This design comes from an exercise in tuning for small area on the open sky130 flow, not from production work. Only simulation tests tie the RTL to the original design; equivalence was not proved. The clock cells of runs 1, 3 and 4 come from the design's own scripts or RTL, not from TritonCTS. No driver is modelled on the clock port, so clock power and skew are understated where the tree is cut down; a real chip needs a root buffer or a tree. Power is estimated from default activity; no workload was simulated.

==> flow/design.v <==
`timescale 1ns / 1ps
module baud_decode(baud_control, tx_count, rx_count, rx_half, tx_btu, rx_btu);
    input    [3:0]  baud_control;
    input   [18:0]  tx_count, rx_count;
    input           rx_half;           
    output          tx_btu, rx_btu;
    reg             tx_end;
    wire    [18:0]  c = tx_count;
    always @(*)
        case (baud_control)
            4'd0    : tx_end = ~c[18] & c[17] & c[16] & c[15] & c[14] & ~c[13] & ~c[12] & c[11] & ~c[10] & c[9] & c[8] & ~c[6] & c[3] & c[2] & c[1] & c[0];  
            4'd1    : tx_end = c[18] & ~c[17] & ~c[15] & c[14] & c[13] & ~c[12] & c[11] & ~c[10] & ~c[9] & ~c[8] & ~c[7] & ~c[6] & c[4] & c[1];  
            4'd2    : tx_end = ~c[18] & c[17] & c[16] & c[15] & ~c[14] & c[13] & c[11] & c[10] & ~c[9] & ~c[8] & ~c[7] & c[5] & c[3];  
            4'd3    : tx_end = c[18] & c[17] & c[16] & c[15] & c[14] & ~c[13] & c[11] & c[10] & ~c[9] & c[8] & c[7] & ~c[4];  
            4'd5    : tx_end = c[18] & ~c[17] & ~c[16] & c[14] & ~c[13] & c[11] & c[9] & c[8] & ~c[5] & c[3];  
            4'd6    : tx_end = c[17] & ~c[13] & c[11] & ~c[9] & ~c[8] & ~c[6] & ~c[5] & c[1];  
            4'd7    : tx_end = ~c[15] & ~c[13] & ~c[12] & c[8] & ~c[7] & c[6] & c[5] & ~c[1];  
            4'd8    : tx_end = ~c[14] & c[10] & c[9] & ~c[8] & c[7] & c[6];  
            4'd9    : tx_end = c[17] & ~c[14] & ~c[13] & c[1];  
            4'd10   : tx_end = c[9] & ~c[1] & ~c[0];  
            4'd11   : tx_end = c[15] & ~c[1] & ~c[0];  
            default : tx_end = ~c[18] & c[16] & c[15] & ~c[14] & ~c[13] & ~c[12] & c[11] & ~c[9] & ~c[8] & c[6] & ~c[5];  
        endcase
    assign tx_btu = tx_end;
    wire    [18:0]  rx_c = {rx_count[18:1], rx_count[0] | rx_half};
    function automatic covers(input [18:0] c, input [3:0] code);
        case (code)
            4'd0:    covers = &(c | ~19'd333_333);
            4'd1:    covers = &(c | ~19'd83_333);
            4'd2:    covers = &(c | ~19'd41_667);
            4'd3:    covers = &(c | ~19'd20_833);
            4'd5:    covers = &(c | ~19'd5_208);
            4'd6:    covers = &(c | ~19'd2_604);
            4'd7:    covers = &(c | ~19'd1_736);
            4'd8:    covers = &(c | ~19'd868);
            4'd9:    covers = &(c | ~19'd434);
            4'd10:   covers = &(c | ~19'd217);
            4'd11:   covers = &(c | ~19'd109);
            default: covers = &(c | ~19'd10_417);
        endcase
    endfunction
    assign rx_btu = covers(rx_c, baud_control);
endmodule
`timescale 1ns / 1ps
module PED(reset, clk, rise, ped);
    input       clk, reset, rise;
    output      ped;
    reg         p1, ped;
    always @(posedge clk)
        if (reset) begin
            p1  <= 1'b1;
            ped <= 1'b0;
        end else begin
            p1  <= rise;
            ped <= p1;
        end
endmodule
`timescale 1ns / 1ps
module Rx_engine(clk, rst, BTU, count, START, EIGHT, PEN, OHEL, RX,
                 READS, UART_RDATA, PERR, FERR, OVF, RX_RDY, rise);
    input           clk, rst;
    input           BTU;
    output [18:0]   count;
    output          START;
    input           EIGHT, PEN, OHEL;
    input           RX;
    input           READS;
    output  [7:0]   UART_RDATA;
    output          PERR, FERR, OVF, RX_RDY, rise;
    reg             active;           
    reg    [18:0]   count;
    reg     [3:0]   bit_count;
    reg     [9:0]   shift_reg;        
    reg             PERR, FERR, OVF, RX_RDY;
    wire            bc0   = (bit_count == 4'd0);
    assign          START = active & bc0;    
    wire            DONE  = bit_count[3] & (bit_count[0] | (EIGHT ^ PEN))
                                         & (bit_count[1] | ~(EIGHT | PEN));
    assign          rise  = DONE & ~RX_RDY;
    always @(posedge clk, posedge rst)
        if (rst)
            active <= 1'b0;
        else
            active <= (~active | bc0) ? ~RX : ~DONE;
    always @(posedge clk) begin
        count     <= (active & ~BTU) ?
                     {count[18:1] + {17'b0, count[0] | START}, ~count[0] & ~START} : 19'd0;
        bit_count <= active ? bit_count + {3'b0, BTU} : 4'd0;
    end
    wire            shift = BTU & active & ~bc0;
    always @(posedge clk)
        if (rst)
            shift_reg <= 10'b0;
        else if (shift)
            shift_reg <= {RX, (EIGHT & PEN) ? shift_reg[9] : RX,
                          (EIGHT | PEN) ? shift_reg[8] : RX, shift_reg[7:1]};
    assign UART_RDATA = shift_reg[7:0];
    wire Stop_Bit = (EIGHT & PEN) ? shift_reg[9] : (EIGHT | PEN) ? shift_reg[8] : shift_reg[7];
    reg             par;
    always @(posedge clk)
        if (BTU)
            par <= ~START & (par ^ RX);
    wire Parity_Error = PEN & DONE & (par ^ Stop_Bit ^ OHEL);
    always @(posedge clk, posedge rst)
        if (rst) begin
            PERR   <= 1'b0;
            FERR   <= 1'b0;
            OVF    <= 1'b0;
            RX_RDY <= 1'b0;
        end else begin
            if (Parity_Error)             PERR <= 1'b1;
            else if (READS)               PERR <= 1'b0;
            if (~Stop_Bit & DONE)         FERR <= 1'b1;
            else if (READS)               FERR <= 1'b0;
            if (DONE & active & RX_RDY)   OVF  <= 1'b1;
            else if (READS)               OVF  <= 1'b0;
            if (DONE)                     RX_RDY <= 1'b1;
            else if (READS)               RX_RDY <= 1'b0;
        end
endmodule
`timescale 1ns / 1ps
module transmit_engine(clk, rst, write, out_port, eight, pen, ohel,
                       btu, count, TxRdy, Tx, rise);
    input           clk, rst;
    input           write, eight, pen, ohel;
    input           btu;
    output [18:0]   count;
    input   [7:0]   out_port;
    output          TxRdy, Tx, rise;
    reg             TxRdy, doit;
    reg    [18:0]   count;
    reg     [3:0]   bit_count;
    reg             write_reg;
    reg    [10:0]   shift_reg;
    wire            done = (bit_count == 4'd11);
    assign          rise = done & ~TxRdy;
    assign          Tx   = shift_reg[0];
    always @(posedge clk, posedge rst)
        if (rst) begin
            TxRdy <= 1'b1;
            doit  <= 1'b0;
        end else begin
            if (done)       TxRdy <= 1'b1;
            else if (write) TxRdy <= 1'b0;
            if (write)      doit  <= 1'b1;
            else if (done)  doit  <= 1'b0;
        end
    always @(posedge clk) begin
        count     <= (doit & ~btu) ? {~count[17:0], count[18] ^ count[17]} : 19'd0;
        bit_count <= doit ? bit_count + {3'b0, btu} : 4'd0;
        write_reg <= write;
    end
    wire            par = ^out_port[6:0] ^ (eight & out_port[7]) ^ ohel;
    wire            b9  = eight ? out_port[7] : (pen ? par : 1'b1);
    wire            b10 = (eight & pen) ? par : 1'b1;
    always @(posedge clk)
        if (rst)
            shift_reg[0] <= 1'b1;
        else if (write_reg)
            shift_reg[0] <= 1'b1;
        else if (btu)
            shift_reg[0] <= shift_reg[1];
    always @(posedge clk)
        if (write_reg)
            shift_reg[1] <= 1'b0;
        else if (btu)
            shift_reg[1] <= shift_reg[2];
    always @(posedge clk)
        if (write)
            shift_reg[10:2] <= {b10, b9, out_port[6:0]};
        else if (btu & ~write_reg)
            shift_reg[10:2] <= {1'b1, shift_reg[10:3]};
endmodule
`timescale 1ns / 1ps
module UART(clk, rst, WRITES, READS, UDI, RX, UART_INT, TX, UDO);
    input               clk, rst, RX;
    input       [7:0]   READS, WRITES;
    input       [7:0]   UDI;
    output              TX, UART_INT;
    output      [7:0]   UDO;
    reg         [7:1]   UART_config;
    reg         [7:0]   UDO;
    wire       [18:0]   tx_count, rx_count;
    wire                tx_btu, rx_btu, rx_half;
    wire        [7:0]   UART_RDATA;
    wire                TX_RDY, RX_RDY, TX_RISE, RX_RISE;
    wire                PERR, FERR, OVF;
    always @(posedge clk)
        if (rst)
            UART_config <= 7'b0;
        else if (WRITES[6])
            UART_config <= UDI[7:1];
    baud_decode
        BAUD_DECODE(.baud_control(UART_config[7:4]),
                    .tx_count(tx_count),
                    .rx_count(rx_count),
                    .rx_half(rx_half),
                    .tx_btu(tx_btu),
                    .rx_btu(rx_btu));
    Rx_engine
        RX_engine   (.clk(clk),
                     .rst(rst),
                     .BTU(rx_btu),
                     .count(rx_count),
                     .START(rx_half),
                     .EIGHT(UART_config[3]),
                     .PEN(UART_config[2]),
                     .OHEL(UART_config[1]),
                     .RX(RX),
                     .READS(READS[0]),
                     .UART_RDATA(UART_RDATA),
                     .PERR(PERR),
                     .FERR(FERR),
                     .OVF(OVF),
                     .RX_RDY(RX_RDY),
                     .rise(RX_RISE));
    transmit_engine
        TX_engine   (.clk(clk),
                     .rst(rst),
                     .write(WRITES[0]),
                     .out_port(UDI),
                     .eight(UART_config[3]),
                     .pen(UART_config[2]),
                     .ohel(UART_config[1]),
                     .btu(tx_btu),
                     .count(tx_count),
                     .TxRdy(TX_RDY),
                     .Tx(TX),
                     .rise(TX_RISE));
    always @(*)
        if (READS[0])
            UDO = UART_RDATA;
        else if (READS[1])
            UDO = {3'b0, OVF, FERR, PERR, TX_RDY, RX_RDY};
        else
            UDO = 8'b0;
    PED
        IntPED (.reset(rst), .clk(clk), .rise(RX_RISE | TX_RISE), .ped(UART_INT));
endmodule
==> flow/flow/run.sh <==
#!/bin/bash
# The standard layout (standard.sh), with three changes:
#  - synthesis maps the logic with an area-oriented ABC script (flow/area.abc);
#    everything else in synthesis is ORFS's and the standard flow's own script;
#  - the port buffers are the smallest buffer cell;
#  - the clock tree is built by flow/manual_cts.tcl: the clock port drives one
#    clock buffer, which drives six buffers, each for the flip-flops of one
#    region of the core.
set -euo pipefail
here=$(pwd)
export AREA_SYNTH_DIR=$here
sed 's#^source $::env(SCRIPTS_DIR)/synth_preamble.tcl$#source $::env(SCRIPTS_DIR)/synth_preamble.tcl\nlset abc_args 1 '"$here"'/flow/area.abc#' \
  "$FLOW_HOME/scripts/synth.tcl" > my_synth.tcl
grep -q "flow/area.abc" my_synth.tcl
export MCTS_N=6 MCTS_COLS=2 MCTS_MAXG=15 MCTS_CELL=sky130_fd_sc_hd__clkbuf_8 \
  MCTS_ROOT=sky130_fd_sc_hd__clkbuf_2 MCTS_SLEW_PS=105 MCTS_BIG_CELL=sky130_fd_sc_hd__clkbuf_16
bash standard.sh "SYNTH_SCRIPT=$here/flow/area_synth.tcl" \
  "BUFFER_PORTS_ARGS=-buffer_cell sky130_fd_sc_hd__buf_1" \
  "PRE_CTS_TCL=$here/flow/manual_cts.tcl" \
  finish > standard_flow.log 2>&1
==> flow/flow/area.abc <==
&get -n
&st
&dc2
&dch -f
&nf -p -a -R 1000
&st
&dc2
&dch -f
&nf -p -a -R 1000
&st
&dc2
&dch -f
&nf -p -a -R 1000
&st
&dc2
&dch -f
&nf -p -a -R 1000
&st
&dc2
&dch -f
&nf -p -a -R 1000
&put
==> flow/flow/area_synth.tcl <==
# synth_recipe.tcl's synthesis (ORFS synth.tcl, without the fsm and share
# passes, flattened, function nets renamed), with ABC mapping for area:
# my_synth.tcl is ORFS's synth.tcl with the ABC script set to area.abc.
proc synth {args} { yosys synth -nofsm -noshare {*}$args }
source $::env(AREA_SYNTH_DIR)/my_synth.tcl
# left out here: clear keep_hierarchy, flatten, clean up, hide names made inside functions, write 1_2_yosys.v
==> flow/flow/manual_cts.tcl <==
# Clock tree built by hand, in place of clock_tree_synthesis (sourced before
# CTS as PRE_CTS_TCL; cts.tcl then calls the proc below instead of TritonCTS).
# The clock port drives MCTS_N clock buffers (MCTS_CELL) directly; each drives
# the flip-flops of one region of the core. The regions start as an even split
# by position (columns by x, then rows by y) and are then made compact by a few
# rounds of k-means. A buffer whose estimated clock-pin slew is over
# MCTS_SLEW_PS is swapped for MCTS_BIG_CELL.
proc clock_tree_synthesis { args } {
  set n $::env(MCTS_N)
  set cell $::env(MCTS_CELL)
  set db [ord::get_db]
  set block [ord::get_db_block]
  set master [$db findMaster $cell]
  set clk [$block findNet clk]
  set sinks {}
  foreach it [$clk getITerms] {
    set inst [$it getInst]
    set box [$inst getBBox]
    set x [expr {([$box xMin] + [$box xMax]) / 2}]
    set y [expr {([$box yMin] + [$box yMax]) / 2}]
    lappend sinks [list $x $y $it]
  }
  set total [llength $sinks]
  set cols $::env(MCTS_COLS)
  set rows [expr {$n / $cols}]
  set sinks [lsort -integer -index 0 $sinks]
  set groups {}
  for {set c 0} {$c < $cols} {incr c} {
    set a [expr {$c * $total / $cols}]
    set b [expr {($c + 1) * $total / $cols - 1}]
    set col [lsort -integer -index 1 [lrange $sinks $a $b]]
    set m [llength $col]
    for {set r 0} {$r < $rows} {incr r} {
      lappend groups [lrange $col [expr {$r * $m / $rows}] [expr {($r + 1) * $m / $rows - 1}]]
    }
  }
  # k-means, keeping each group within MCTS_MAXG sinks
  set maxg $::env(MCTS_MAXG)
  for {set round 0} {$round < 10} {incr round} {
    set cents {}
    foreach g $groups {
      set sx 0; set sy 0
      foreach s $g { incr sx [lindex $s 0]; incr sy [lindex $s 1] }
      lappend cents [list [expr {$sx / [llength $g]}] [expr {$sy / [llength $g]}]]
    }
    # assign sinks, nearest first, to the nearest centre with room
    set pairs {}
    foreach s $sinks {
      set k 0
      foreach c $cents {
        set d [expr {abs([lindex $s 0] - [lindex $c 0]) + abs([lindex $s 1] - [lindex $c 1])}]
        lappend pairs [list $d $k $s]
        incr k
      }
    }
    set pairs [lsort -integer -index 0 $pairs]
    set done [dict create]
    set new {}
    for {set k 0} {$k < $n} {incr k} { lappend new {} }
    foreach p $pairs {
      set s [lindex $p 2]
      set key [lindex $s 2]
      if {[dict exists $done $key]} { continue }
      set k [lindex $p 1]
      if {[llength [lindex $new $k]] >= $maxg} { continue }
      lset new $k [concat [lindex $new $k] [list $s]]
      dict set done $key 1
    }
    set groups $new
  }
  # optional root buffer between the clock port and the leaf buffers
  set src $clk
  if {[info exists ::env(MCTS_ROOT)] && $::env(MCTS_ROOT) ne ""} {
    set root [odb::dbInst_create $block [$db findMaster $::env(MCTS_ROOT)] "clkbuf_root"]
    set rnet [odb::dbNet_create $block "clknet_root"]
    $rnet setSigType CLOCK
    [$root findITerm A] connect $clk
    [$root findITerm X] connect $rnet
    set sx 0; set sy 0
    foreach s $sinks { incr sx [lindex $s 0]; incr sy [lindex $s 1] }
    $root setLocation [expr {$sx / $total}] [expr {$sy / $total}]
    $root setPlacementStatus PLACED
    puts "manual CTS: clkbuf_root ($::env(MCTS_ROOT)) drives the $n leaf buffers"
    set src $rnet
  }
  set i 0
  set bufs {}
  foreach g $groups {
    set sx 0; set sy 0
    foreach s $g { incr sx [lindex $s 0]; incr sy [lindex $s 1] }
    set cx [expr {$sx / [llength $g]}]
    set cy [expr {$sy / [llength $g]}]
    set buf [odb::dbInst_create $block $master "clkbuf_leaf_$i"]
    set net [odb::dbNet_create $block "clknet_leaf_$i"]
    $net setSigType CLOCK
    [$buf findITerm A] connect $src
    [$buf findITerm X] connect $net
    foreach s $g {
      set it [lindex $s 2]
      $it disconnect
      $it connect $net
    }
    $buf setLocation $cx $cy
    $buf setPlacementStatus PLACED
    puts "manual CTS: clkbuf_leaf_$i ($cell) drives [llength $g] flip-flops at ($cx, $cy)"
    lappend bufs $buf
    incr i
  }
  # upsize the buffers whose flip-flops would see too slow a clock edge
  set_propagated_clock [all_clocks]
  estimate_parasitics -placement
  foreach buf $bufs {
    set worst 0
    foreach it [[[$buf findITerm X] getNet] getITerms] {
      if {[$it isOutputSignal]} { continue }
      set pin [get_pins [[$it getInst] getName]/[[$it getMTerm] getName]]
      foreach a {slew_max_rise slew_max_fall} {
        set s [get_property $pin $a]
        if {$s > $worst} { set worst $s }
      }
    }
    set ps [expr {[sta::time_ui_sta $worst] * 1e12}]
    puts "manual CTS: [$buf getName] worst clock-pin slew [format %.1f $ps] ps"
    if {$ps > $::env(MCTS_SLEW_PS)} {
      replace_cell [$buf getName] $::env(MCTS_BIG_CELL)
      puts "manual CTS: [$buf getName] swapped for $::env(MCTS_BIG_CELL)"
    }
  }
}
==> flow/standard.sh <==
#!/bin/bash
# synth_recipe.tcl (not shown) runs the flow's synth.tcl, then flattens the netlist and writes it again
# the make line also repeats each setting of config.mk as NAME=value (left out here)
make -C /OpenROAD-flow-scripts/flow DESIGN_CONFIG=/design/flow/config.mk WORK_HOME=/design/flow/orfs CLKGATE_MAP_FILE= SYNTH_SCRIPT=/design/flow/synth_recipe.tcl "${@:-finish}"
==> flow/config.mk <==
export PLATFORM = sky130hd
export DESIGN_NAME = UART
export DESIGN_NICKNAME = UART
export VERILOG_FILES = /design/flow/design.v
export SDC_FILE = /design/flow/constraint.sdc
export NUM_CORES = 4
export LEC_CHECK = 0
export CAP_MARGIN = 20
export CORE_MARGIN = 2
export CORE_UTILIZATION = 70
export PLACE_DENSITY = 0.75
export SLEW_MARGIN = 20
==> flow/constraint.sdc <==
create_clock -name core_clock -period 10.0 [get_ports {clk}]
set_input_delay 2.0000 -clock core_clock [delete_from_list [all_inputs] [get_ports {clk}]]
set_output_delay 2.0000 -clock core_clock [all_outputs]
set_load 0.01 [all_outputs]
==> metrics.md, run 1 <==
| Metric | Value |
|---|---|
| Core ar. | a little over 5000 um2 |
| Worst path arrival time | around 2800 ps |
| Grt peak-use layer | met2 |
| Initial Util | between 70 and 80% |
| Status | finished clean |
| GR Util met1 | 36.0% |
| Most used flip-flop cell after synthesis | dfxtp_1 |
| Initial antenna violation count | 0 |
| Post-CTS Setup Bufs | 0 |
| Met3 Usage GRT | between 1 and 1.5% |
| Max-cap viol count | 0 |
| Place WS | 5180 ps |
| Die height | 76.8 um |
| # setup viols final | 0 |
| Initial DRC count | 229 |
| FF-to-FF path depth | 11 |
| Worst-path cell chain | buf_1, a21oi_1, a21oi_1, buf_1 |
| Die W | ~77 um |
| Ports | 37 |
| Synth area leaders | dfxtp_1, edfxtp_1, nor2_1 |
| Pins Over Slew Limit | 0 |
| Clock Skew | ~5.8 ps |
| Synth area leader | dfxtp_1 |
| Final instance area | just under 4000 um2 |
| Resized Gates After CTS | 0 |
| Gate Count Post-Synth | 388 |
| Drt pass-1 iters | 4 |
| Number of synthesized flops with an enable pin | 10 |
| Final core utilization | between 70 and 80% |
| Average vias per placed instance | 6.03 |
| Post-synthesis area per instance | 9.55 um2 |
| Synthesis Warnings | 5 |
| Commonest non-fill, non-tap cells in the layout | dfxtp_1, nor2_1, nand2_1 |
| Synthesized Nets | 426 |
| Register area share after synthesis | between 40 and 50% |
| RSZ-0062 raised after global routing | no |
| Antenna Nets Post-Route | 0 |
| Grt met2 use | 42.9% |
| Clk pin slew, worst setup/hold paths | about 90 ps |
| Worst-margin pin slew | 1010 ps |
| Distinct cells, synth | 49 |
| Final nets | 459 |
| Worst-case hold slack | between 400 and 500 ps |
| RR Startpoint | RX_engine.active |
| Total congestion overflow | 0 |
| DP HPWL | around 5.4 mm |
| Critical Path Start Type | input port |
| Final Cycle Share | between 40% and 50% |
| Total placed instance area | 3880 um2 |
| Largest net degree at the start of global routing | 21 |
| Fmax | 207 MHz |
| Reg2Reg Setup Slack | 6620 ps |
| Ant diodes | 0 |
| Final WL | between 7 and 8 mm |
| Vias in the first global route | 2737 |
| First-pass GRT wire length | between 10 and 15 mm |
| Fin crit period | roughly 4800 ps |
| Post-Syn Area | between 3000 and 4000 um2 |
| Post-route DRC | 0 |
| Total track usage | around 25% |
| CP peak stage delay | 440 ps |
| Most common cell after layout, fill and taps aside | dfxtp_1 |
| Maximum VDD drop | 0.183 mV |
| Clk Latency, worst-skew pair | about 480 ps |
| Placer congestion estimate | between 0.8 and 0.9 |
| Setup WS post-layout | around 5200 ps |
| Pwr Density | approximately 180 nW/um2 |
| Full die area | 5890 um2 |
| Fin. Hold Viols | 0 |
| Slew headroom | 32.7% |
| CTS hold repair buffers | 0 |
| Post-synth top area share | between 30% and 40% |
| Synthesized flop and latch total | 85 |
| Share of cells above drive strength 1 | 1.91% |
| Area Overhead vs Synth | 7.16% |
| Avg WL per Cell | roughly 16 um |
| Worst hold path class | reg -> reg |
| Crit path required time | 8000 ps |
| CP max FO | 17 |
| Slowest CP cell | buf_1 |
| Hold depth | 1 |
| PortBufs | 24 |
| P_leak | approximately 1.5 nW |
| Crit end category | output port |
| Routed vias | 2949 |
| Worst-case hold path end point | TX_engine.count[3] |
| Cell Rows | 26 |
| Hold path start | TX_engine.count[2] |
| TNS Setup | 0 ps |
| Post-synth ARST share | 8.24% |
| CP Class | in -> out |
| Worst flop-to-flop path endpoint | RX_engine.shift_reg[7] |
## area by class of cell
class,count,area [um2]
Multi-Input combinational cell,287,1810
Buffer,7,87.6
Timing Repair Buffer,24,90.1
Sequential cell,85,1840
Tap cell,70,87.6
Inverter,16,60.1
Fill cell,380,1140
## worst max-delay path: cells and delay by family
family                 cells  cell delay [ps]
buffers and inverters      2              610
AOI/OAI and AO/OA          2              220
## routing by layer
metal / share of wire, % / vias to the layer above
met5: 0 / -
met4: 2.1 / 0
met3: 4.2 / 18
met2: 49 / 95
met1: 45 / 1382
li1: - / 1454
## report_power, final
group	internal [mW]	switching (mW)
Sequential	0.397	0.0613
Combinational	0.0451	0.0444
Clock	0.0557	0.103
Total	0.498	0.208
## per-stage QoR
stage	std cells	power, mW
CTS	489	0.706
global placement	482	0.547
global route	489	0.741
detailed placement	482	0.553
finish	489	0.706
floorplan	388	0.511
## worst max path at each step
stage | startpoint | end | slack [ps] | cells after the start
floorplan | READS[1] | UDO[1] | 5750 | 2
global placement | READS[0] | UDO[1] | 5190 | 4
detailed placement | READS[0] | UDO[1] | 5180 | 4
CTS | READS[0] | UDO[1] | 5180 | 4
global route | READS[0] | UDO[1] | 5100 | 4
finish | READS[0] | UDO[1] | 5170 | 4
## cell families (layout without fill, tap and decap cells)
group | count (synthesis) | after routing | share of synthesized area [%]
buffers and inverters | 16 | 47 | 1.62
XOR/XNOR | 19 | 19 | 4.49
AND/OR/NAND/NOR | 178 | 178 | 24.5
adder cells (fa/ha/maj) | 11 | 11 | 3.71
AO/OA/AOI/OAI | 57 | 57 | 9.93
flip-flops | 85 | 85 | 49.6
multiplexers | 22 | 22 | 6.18
## Yosys cell counts (3+ instances only)
cell type  count
and2_0         9
mux2_1         7
and3_1         9
nand2_1       35
xor2_1        10
a31oi_1        4
nor2_1        56
o21ai_0       11
nor3_1        10
a21oi_1       15
dfxtp_1       68
nor2b_1        7
o22ai_1        6
edfxtp_1      10
a211oi_1       3
nand2b_1       4
nand4_1        8
mux2i_1       15
clkinv_1      16
dfrtp_1        6
xnor2_1        9
ha_1          11
nand3_1       13
nor4_1         3
nand3b_1       6
nand4b_1       6
==> run 2, diff against run 1 <==
==> flow/flow/run.sh (replaced) <==
#!/bin/bash
# The standard layout (standard.sh), with three changes:
#  - synthesis maps the logic with an area-oriented ABC script (flow/area.abc);
#    everything else in synthesis is ORFS's and the standard flow's own script;
#  - the port buffers are the smallest buffer cell;
#  - the clock tree is built by flow/manual_cts.tcl: the clock port drives one
#    clock buffer, which drives five buffers, each for the flip-flops of one
#    region of the core.
set -euo pipefail
here=$(pwd)
export AREA_SYNTH_DIR=$here
sed 's#^source $::env(SCRIPTS_DIR)/synth_preamble.tcl$#source $::env(SCRIPTS_DIR)/synth_preamble.tcl\nlset abc_args 1 '"$here"'/flow/area.abc#' \
  "$FLOW_HOME/scripts/synth.tcl" > my_synth.tcl
grep -q "flow/area.abc" my_synth.tcl
export MCTS_N=5 MCTS_COLS=1 MCTS_MAXG=18 MCTS_CELL=sky130_fd_sc_hd__clkbuf_8 \
  MCTS_ROOT=sky130_fd_sc_hd__clkbuf_2 MCTS_SLEW_PS=110 MCTS_BIG_CELL=sky130_fd_sc_hd__clkbuf_16
bash standard.sh "SYNTH_SCRIPT=$here/flow/area_synth.tcl" \
  "BUFFER_PORTS_ARGS=-buffer_cell sky130_fd_sc_hd__buf_1" \
  "PRE_CTS_TCL=$here/flow/manual_cts.tcl" \
  finish > standard_flow.log 2>&1
==> flow/flow/area.abc (replaced) <==
&get -n
&st
&syn3
&dc2
&dch -f
&nf -p -a -R 1000
&st
&syn3
&dc2
&dch -f
&nf -p -a -R 1000
&st
&syn3
&dc2
&dch -f
&nf -p -a -R 1000
&put
--- a/flow/config.mk
+++ b/flow/config.mk
@@ -7,6 +7,6 @@
 export LEC_CHECK = 0
 export CAP_MARGIN = 20
 export CORE_MARGIN = 2
-export CORE_UTILIZATION = 70
-export PLACE_DENSITY = 0.75
+export CORE_UTILIZATION = 85
+export PLACE_DENSITY = 0.9
 export SLEW_MARGIN = 20
==> run 2 against run 1 <==
Area after synthesis is 0.27% lower. Synthesized cell count is 2.8% higher. The flow now stops in global placement (3_3_place_gp).
==> metrics.md, run 2 <==
| Metric | Value |
|---|---|
| Status | aborted with a tool error (was finished clean) |
| Failed at | global placement (3_3_place_gp) |
| Halt Reason | [ERROR GPL-0301] Utilization 102.136 % exceeds 100%. |
| Synth Area in XOR/XNOR | 4.74% (was 4.49%) |
| Number of synthesized flops with an enable pin | 10 (unchanged) |
| Register area share after synthesis | 49.7% (was 49.6%) |
| Initial Util | 90.4% (was 72.5%) |
| Post-synth ARST share | 8.24% (unchanged) |
| Simple-Gate Fraction of Synth Area | 23.8% (was 24.5%) |
| PortBufs | 24 (unchanged) |
| Distinct cells, synth | 43 (was 49) |
| Die W | 69.9 um (was 76.8 um) |
| Cell Rows | 23 (was 26) |
| Synth area leader | dfxtp_1 (unchanged) |
| Gate Count Post-Synth | 399 (was 388) |
| Ports | 37 (unchanged) |
| Post-Synth Adder-Cell Area | 3.73% (was 3.71%) |
| Compound-Gate Fraction of Synth Area | 11.0% (was 9.93%) |
| Synth area leaders | dfxtp_1, edfxtp_1, nor2_1 (unchanged) |
| Post-Syn Area | 3690 um2 (was 3700 um2) |
| Post-synthesis area per instance | 9.26 um2 (was 9.55 um2) |
| Post-synth top area share | 36.8% (was 36.7%) |
| Die height | 69.9 um (was 76.8 um) |
| Synthesized flop and latch total | 85 (unchanged) |
| Most frequent cell after synthesis | dfxtp_1 (unchanged) |
| Main combinational cell family by area after synthesis | simple AND/OR/NAND/NOR gates (unchanged) |
| Synthesized Nets | 437 (was 426) |
| Synthesis Warnings | 5 (unchanged) |
| Leading cell types by count after synthesis | dfxtp_1, nor2_1, nand2_1, a21oi_1 (was dfxtp_1, nor2_1, nand2_1, clkinv_1) |
| Most used flip-flop cell after synthesis | dfxtp_1 (unchanged) |
| Multiplexer area fraction after synthesis | 4.84% (was 6.18%) |
-- run 2: logic make-up after synthesis --
group                    count (synthesis)
AO/OA/AOI/OAI                           69
XOR/XNOR                                20
adder cells (fa/ha/maj)                 11
buffers and inverters                   21
flip-flops                              85
multiplexers                            17
AND/OR/NAND/NOR                        176
==> run 3, diff against run 2 <==
--- a/flow/config.mk
+++ b/flow/config.mk
@@ -7,6 +7,6 @@
 export LEC_CHECK = 0
 export CAP_MARGIN = 20
 export CORE_MARGIN = 2
-export CORE_UTILIZATION = 85
-export PLACE_DENSITY = 0.9
+export CORE_UTILIZATION = 72
+export PLACE_DENSITY = 0.85
 export SLEW_MARGIN = 20
==> run 3 against run 2 <==
Now clean on timing, DRC and antenna. Synthesized cell count did not move. Area after synthesis did not move.
==> metrics.md, run 3 <==
| Metric | Value |
|---|---|
| Status | finished clean (was aborted with a tool error) |
| Final Cycle Share | roughly 48% |
| Synthesized Nets | 437 (unchanged) |
| CTS hold repair buffers | 0 |
| Slew headroom | between 30 and 40% |
| Post-synthesis area per instance | 9.26 um2 (unchanged) |
| Area Overhead vs Synth | 6.81% |
| Metal2 WL | 3.47 mm |
| Crit end category | output port |
| Average vias per placed instance | between 5 and 6 |
| Avg WL per Cell | 14.4 um |
| Synthesis Warnings | 5 (unchanged) |
| Core ar. | around 5000 um2 |
| Drt pass-1 iters | 4 |
| CP startpoint | READS[0] |
| Max-cap viol count | 0 |
| Top Layer Used | met4 |
| Register area share after synthesis | 49.7% (unchanged) |
| Post-synth top area share | 36.8% (unchanged) |
| Die height | 75.6 um (was 69.9 um) |
| Number of synthesized flops with an enable pin | 10 (unchanged) |
| Synth area leader | dfxtp_1 (unchanged) |
| Die W | 75.6 um (was 69.9 um) |
| Gate Count Post-Synth | 399 (unchanged) |
| Pwr Density | about 190 nW/um2 |
| Critical Path Start Type | input port |
| Routed vias | 2935 |
| Initial DRC count | 182 |
| Final nets | 469 |
| Worst-case hold slack | 438 ps |
| Fin. Hold Viols | 0 |
| Post-Syn Area | 3690 um2 (unchanged) |
| Fin crit period | between 4000 and 5000 ps |
| Share of cells above drive strength 1 | 1.63% |
| Fmax | ~210 MHz |
| Cell Rows | 26 (was 23) |
| Resized Gates After CTS | 0 |
| Post-route DRC | 0 |
| Total track usage | between 20% and 30% |
| CP max FO | 17 |
| Setup WS post-layout | about 5200 ps |
| Antenna Nets Post-Route | 0 |
| Slowest CP cell | buf_1 |
| Post-CTS Setup Bufs | 0 |
| Leading cell types by count after synthesis | dfxtp_1, nor2_1, nand2_1, a21oi_1 (unchanged) |
| TNS Setup | 0 ps |
| Crit path required time | about 8000 ps |
| Commonest non-fill, non-tap cells in the layout | dfxtp_1, nor2_1, nand2_1 |
| Total congestion overflow | 0 |
| Final WL | about 7.2 mm |
| Synthesized flop and latch total | 85 (unchanged) |
| Initial antenna violation count | 0 |
| Vias in the first global route | roughly 2600 |
| Pins Over Slew Limit | 0 |
| DP HPWL | 5.27 mm |
| CP Class | in -> out |
| CP peak stage delay | between 400 and 500 ps |
| PortBufs | 24 (unchanged) |
| Synth area leaders | dfxtp_1, edfxtp_1, nor2_1 (unchanged) |
| Most used flip-flop cell after synthesis | dfxtp_1 (unchanged) |
| RSZ-0062 raised after global routing | no |
| Maximum VDD drop | between 0.2 and 0.25 mV |
| Largest net degree at the start of global routing | 21 |
| Most common cell after layout, fill and taps aside | dfxtp_1 |
| P_leak | around 1.4 nW |
| Worst-path cell chain | buf_1, a21oi_1, a21oi_1, buf_1 |
| Filler Cell Count | roughly 360 |
| Initial Util | 73.3% (was 90.4%) |
| Ant diodes | 0 |
| Placer congestion estimate | roughly 0.95 |
| Worst path arrival time | 2840 ps |
| Met3 routed WL | about 280 um |
| Hold path start | TX_engine.count[2] |
| Post-synth ARST share | 8.24% (unchanged) |
| Full die area | about 5700 um2 |
| Place WS | 5170 ps |
| Clock Skew | between 10 and 15 ps |
| Final core utilization | 78.3% |
| Worst-margin pin slew | 1030 ps |
| M1 wire length | ~3.2 mm |
| Power Total | 748 uW |
| # setup viols final | 0 |
| First-pass GRT wire length | 11.5 mm |
| Distinct cells, synth | 43 (unchanged) |
| RR Startpoint | RX_engine.bit_count[0] |
| Worst hold path class | reg -> reg |
| Ports | 37 (unchanged) |
| Clk Latency, worst-skew pair | between 400 and 500 ps |
| Most frequent cell after synthesis | dfxtp_1 (unchanged) |
| Clk pin slew, worst setup/hold paths | 90 ps |
## run 3: report_power, final
part | switching [mW] | leakage [nW] | internal [mW]
Clock | 0.0947 | 0.0401 | 0.0473
Combinational | 0.0727 | 0.666 | 0.0591
Sequential | 0.0625 | 0.739 | 0.412
Total | 0.230 | 1.45 | 0.518
## run 3: cell type report
| class | instances | area [um2] | area share, % |
|---|---|---|---|
| multi-input cells | 293 | 1780 | 45.1 |
| flip-flops and latches | 85 | 1840 | 46.6 |
| inverters | 21 | 78.8 | 2.00 |
| repair buffers | 24 | 90.1 | 2.28 |
| plain buffers | 6 | 73.8 | 1.87 |
| well taps | 70 | 87.6 | 2.22 |
## run 3: metal layers
layer	track usage, %	vias up
li1	-	1476
met1	32.7	1370
met2	45.0	76
met3	2.38	13
met4	6.43	0
met5	0	-
## run 3: worst max-delay path, delay by kind of cell
| family | cells | cell delay, ps |
|---|---|---|
| AO/OA/AOI/OAI | 2 | 230 |
| buffers and inverters | 2 | 600 |
## run 3: kinds of logic after synthesis
logic type,Yosys count,share of synthesized area [%]
xor+xnor,20,4.74
mux,17,4.84
flops,85,49.7
fa+ha+maj,11,3.72
compound gates,69,11.0
buf+inv,21,2.13
simple gates,176,23.8
## run 3: stage by stage
step	instances	cell area, um2
2_1_floorplan	399	3690
3_5_place_dp	493	3870
5_1_grt	499	3950
6_report	499	3950
4_1_cts	499	3950
3_3_place_gp	493	3870
## run 3: final timing paths
kind                            slack, ps  depth (start not counted)                     end
max in group asynchronous            8000                          2         TX_engine.TxRdy
worst min-delay path                  440                          1      TX_engine.count[3]
min in group asynchronous            1690                          2        RX_engine.RX_RDY
worst max register to register       6780                         11  RX_engine.shift_reg[8]
worst min register to register        440                          1      TX_engine.count[3]
worst max-delay path                 5160                          4                  UDO[1]
==> run 4, diff against run 3 <==
--- a/flow/design.v
+++ b/flow/design.v
@@ -98,8 +98,7 @@
     wire Stop_Bit = (EIGHT & PEN) ? shift_reg[9] : (EIGHT | PEN) ? shift_reg[8] : shift_reg[7];
     reg             par;
     always @(posedge clk)
-        if (BTU)
-            par <= ~START & (par ^ RX);
+        par <= ~START & (par ^ (BTU & RX));
     wire Parity_Error = PEN & DONE & (par ^ Stop_Bit ^ OHEL);
     always @(posedge clk, posedge rst)
         if (rst) begin
==> flow/flow/area.abc (replaced) <==
&get -n
&st
&dc2
&dch -f
&nf -p -a -R 1000
&st
&dc2
&dch -f
&nf -p -a -R 1000
&st
&dc2
&dch -f
&nf -p -a -R 1000
&st
&dc2
&dch -f
&nf -p -a -R 1000
&st
&dc2
&dch -f
&nf -p -a -R 1000
&put
==> run 4 against run 3 <==
Register-to-register slack improved by 60 ps. Via count increased by 0.55%. Total power decreased by 7.6%. Sequential power decreased by 4%. Worst hold slack got worse by 12 ps. Sequential cell count unchanged. Combinational power decreased by 32%. Setup slack got worse by 8.2 ps. Design area decreased by 1.0%. Critical endpoint unchanged.
==> metrics.md, run 4 <==
| Metric | Value |
|---|---|
| Status | finished clean (unchanged) |
| Number of synthesized flops with an enable pin | 9 (was 10) |
| Post-CTS Setup Bufs | 0 (unchanged) |
| Share of cells above drive strength 1 | 1.66% (was 1.63%) |
| Synthesis Warnings | 5 (unchanged) |
| Combinational share of power | 12.9% (was 17.6%) |
| Worst flop-to-flop path endpoint | RX_engine.count[18] (was RX_engine.shift_reg[8]) |
| Resized Gates After CTS | 0 (unchanged) |
| Final core utilization | 81.1% (was 78.3%) |
| Worst-margin pin slew | 864 ps (was 1030 ps) |
| CP startpoint | READS[0] (unchanged) |
| Final nets | 461 (was 469) |
| Buf/Inv on CP | 2 (unchanged) |
| Fmax | 206 MHz (was 207 MHz) |
| Synth area leaders | dfxtp_1, edfxtp_1, nor2_1 (unchanged) |
| Die height | 75.3 um (was 75.6 um) |
| Die W | 75.3 um (was 75.6 um) |
| Register area share after synthesis | 50.0% (was 49.7%) |
| Cell Rows | 25 (was 26) |
| Worst path arrival time | 2840 ps (about the same) |
| # setup viols final | 0 (unchanged) |
| Hold depth | 1 (unchanged) |
| Initial antenna violation count | 0 (unchanged) |
| CP max FO | 17 (unchanged) |
| Slowest CP cell | buf_1 (unchanged) |
| Largest net degree at the start of global routing | 20 (was 21) |
| Clock power frac | 20.9% (was 19.0%) |
| Core ar. | 4820 um2 (was 5040 um2) |
| Vias in the first global route | 2764 (was 2597) |
| Full die area | 5670 um2 (was 5720 um2) |
| CP top delay family | buffers and inverters (unchanged) |
| Routed vias | 2951 (was 2935) |
| Initial Util | 75.9% (was 73.3%) |
| Final Cycle Share | 48.4% (about the same) |
| Post-Syn Area | 3660 um2 (was 3690 um2) |
| Most frequent cell after synthesis | dfxtp_1 (unchanged) |
| Post-synth ARST share | 8.24% (unchanged) |
| Reg2Reg Setup Slack | 6840 ps (was 6780 ps) |
| Crit end category | output port (unchanged) |
| Ports | 37 (unchanged) |
| Distinct cells, synth | 44 (was 43) |
| CTS hold repair buffers | 0 (unchanged) |
| Antenna Nets Post-Route | 0 (unchanged) |
| Post-synth top area share | 37.8% (was 36.8%) |
| CP Class | in -> out (unchanged) |
| Max-cap viol count | 0 (unchanged) |
| CP peak stage delay | 440 ps (about the same) |
| Clock Skew | 19.5 ps (was 12.4 ps) |
| Synth area leader | dfxtp_1 (unchanged) |
| RR Startpoint | RX_engine.bit_count[1] (was RX_engine.bit_count[0]) |
| Ant diodes | 0 (unchanged) |
| Clk Latency, worst-skew pair | 480 ps (was 450 ps) |
| Total congestion overflow | 0 (unchanged) |
| Crit path capture | UDO[1] (unchanged) |
| Most common cell after layout, fill and taps aside | dfxtp_1 (unchanged) |
| Leading cell types by count after synthesis | dfxtp_1, nor2_1, nand2_1, a21oi_1, nand3_1 (was dfxtp_1, nor2_1, nand2_1, a21oi_1) |
| Worst hold path class | reg -> reg (unchanged) |
| Drt pass-1 iters | 5 (was 4) |
| Pins Over Slew Limit | 0 (unchanged) |
| DP HPWL | 5.20 mm (was 5.27 mm) |
| RSZ-0062 raised after global routing | no (unchanged) |
| Placer congestion estimate | 0.912 (was 0.952) |
| Switch Pwr | 205 uW (was 230 uW) |
| Fin crit period | 4840 ps (about the same) |
| Gate Count Post-Synth | 391 (was 399) |
| Average vias per placed instance | 6.05 (was 5.88) |
| Slew headroom | 42.4% (was 31.3%) |
| P_leak | 1.52 nW (was 1.45 nW) |
| Area Overhead vs Synth | 6.77% (was 6.81%) |
| Most used flip-flop cell after synthesis | dfxtp_1 (unchanged) |
| Final WL | 7.30 mm (was 7.16 mm) |
| First-pass GRT wire length | 12.1 mm (was 11.5 mm) |
| Worst-path cell chain | buf_1, a21oi_1, a21oi_1, buf_1 (unchanged) |
| Flop pwr share | 66.2% (was 63.4%) |
| Commonest non-fill, non-tap cells in the layout | dfxtp_1, nor2_1, nand2_1 (unchanged) |
| Clk pin slew, worst setup/hold paths | 100 ps (was 90 ps) |
| Initial DRC count | 210 (was 182) |
| Maximum VDD drop | 0.185 mV (was 0.235 mV) |
| Synthesized Nets | 429 (was 437) |
| Post-route DRC | 0 (unchanged) |
| Total track usage | 26.5% (was 25.1%) |
| TNS Setup | 0 ps (unchanged) |
| Synthesized flop and latch total | 85 (unchanged) |
| Post-synthesis area per instance | 9.36 um2 (was 9.26 um2) |
| Crit path depth | 4 (unchanged) |
| Critical Path Start Type | input port (unchanged) |
| Crit path required time | 8000 ps (about the same) |
| Avg WL per Cell | 15.0 um (was 14.4 um) |
| Switching share of power | 29.6% (was 30.7%) |
| Internal Pwr Total | 487 uW (was 518 uW) |
| Fin. Hold Viols | 0 (unchanged) |
| FF-to-FF path depth | 12 (was 11) |
| PortBufs | 24 (unchanged) |
| Pwr Density | 177 nW/um2 (was 190 nW/um2) |
[run 4: changes by cell type after synthesis, moves of 4 or more]
| cell | previous run | this run |
|---|---|---|
| and3_1 | 7 | 13 |
| o21ai_0 | 21 | 9 |
| clkinv_1 | 21 | 12 |
| nor2_1 | 56 | 52 |
| nand4b_1 | 7 | 2 |
| mux2i_1 | 10 | 15 |
| nor4_1 | 1 | 6 |
[run 4: power groups by stage]
stage	combinational (mW)	sequential (mW)	clock, mW
floorplan	0.0679	0.444	0
global placement	0.0841	0.463	0
detailed placement	0.0892	0.464	0
CTS	0.0898	0.456	0.147
global route	0.103	0.468	0.157
finish	0.0894	0.457	0.145
[run 4: final cells by class]
class	count	area [um2]
Sequential cell	85	1830
Multi-Input combinational cell	294	1790
Fill cell	326	911
Timing Repair Buffer	24	90.1
Tap cell	67	83.8
Buffer	6	73.8
Inverter	12	45.0
[run 4: how the worst min path moves through the flow]
stage                            start            endpoint  slack [ps]
floorplan           TX_engine.count[2]  TX_engine.count[3]         390
global placement    TX_engine.count[2]  TX_engine.count[3]         400
detailed placement  TX_engine.count[2]  TX_engine.count[3]         410
CTS                 TX_engine.count[2]  TX_engine.count[3]         430
global route        TX_engine.count[2]  TX_engine.count[3]         450
finish              TX_engine.count[2]  TX_engine.count[3]         430
[run 4: cells by family (layout without fill, tap and decap cells)]
logic type                 after synthesis  in the layout  share of synthesized area [%]
AOI/OAI and AO/OA                       58             58                           9.75
xor gates and xnor gates                14             14                           3.35
adders and majority gates               11             11                           3.76
buffers and inverters                   12             42                           1.23
DFF                                     85             85                           50.0
muxes                                   22             22                           6.26
and+or+nand+nor                        189            189                           25.7
[run 4: routing by layer]
metal  wire length, um  vias to the layer above  track usage [%]
met5                 0                        -                0
met4               114                        0             4.68
met3               399                       13             2.54
met2              3590                      102             50.2
met1              3200                     1377             32.8
li1                  -                     1459                -
[run 4: metrics by stage]
stage / cells / area, um2 / worst slack (ps) / hold WS (ps) / total power, mW
6_report: 488 / 3910 / 5160 / 426 / 0.691
5_1_grt: 488 / 3910 / 5080 / 452 / 0.728
4_1_cts: 488 / 3910 / 5170 / 425 / 0.693
3_5_place_dp: 482 / 3830 / 5160 / 411 / 0.553
3_3_place_gp: 482 / 3830 / 5220 / 401 / 0.547
2_1_floorplan: 391 / 3660 / 5750 / 393 / 0.512

[port drivers added, routing unchanged]
The results above use ideal ports. As a check the final layouts listed here were re-extracted and re-timed, cells and wires unchanged.
Step 1: set_driving_cell puts a clkbuf_16 on clk and a buf_2 on each other input, an assumption about the parent block.
Step 2 adds t to the input delays and takes it off the output delays; t is the mean of the earliest and latest rising clock arrival at the registers after step 1. Input paths then give back, and output paths get back, about the clock's delay inside the block.
Slacks: no drivers / after step 1 / after step 2; pairs: no drivers / after step 1.
| run | t, ns | setup WS [ns] | hold WS [ns] | worst setup path at the end | worst data-port slew with drivers (ns) |
|---|---|---|---|---|---|
| run 1 | 0.501 | 5.172 / 5.148 / 5.148 | 0.420 / 0.420 / 0.420 | input to output | 0.03 |
| run 3 | 0.469 | 5.163 / 5.139 / 5.139 | 0.438 / 0.438 / 0.438 | input to output | 0.03 |
| run 4 | 0.492 | 5.155 / 5.131 / 5.131 | 0.426 / 0.426 / 0.426 | input to output | 0.03 |
After both steps every run listed still meets setup and hold.
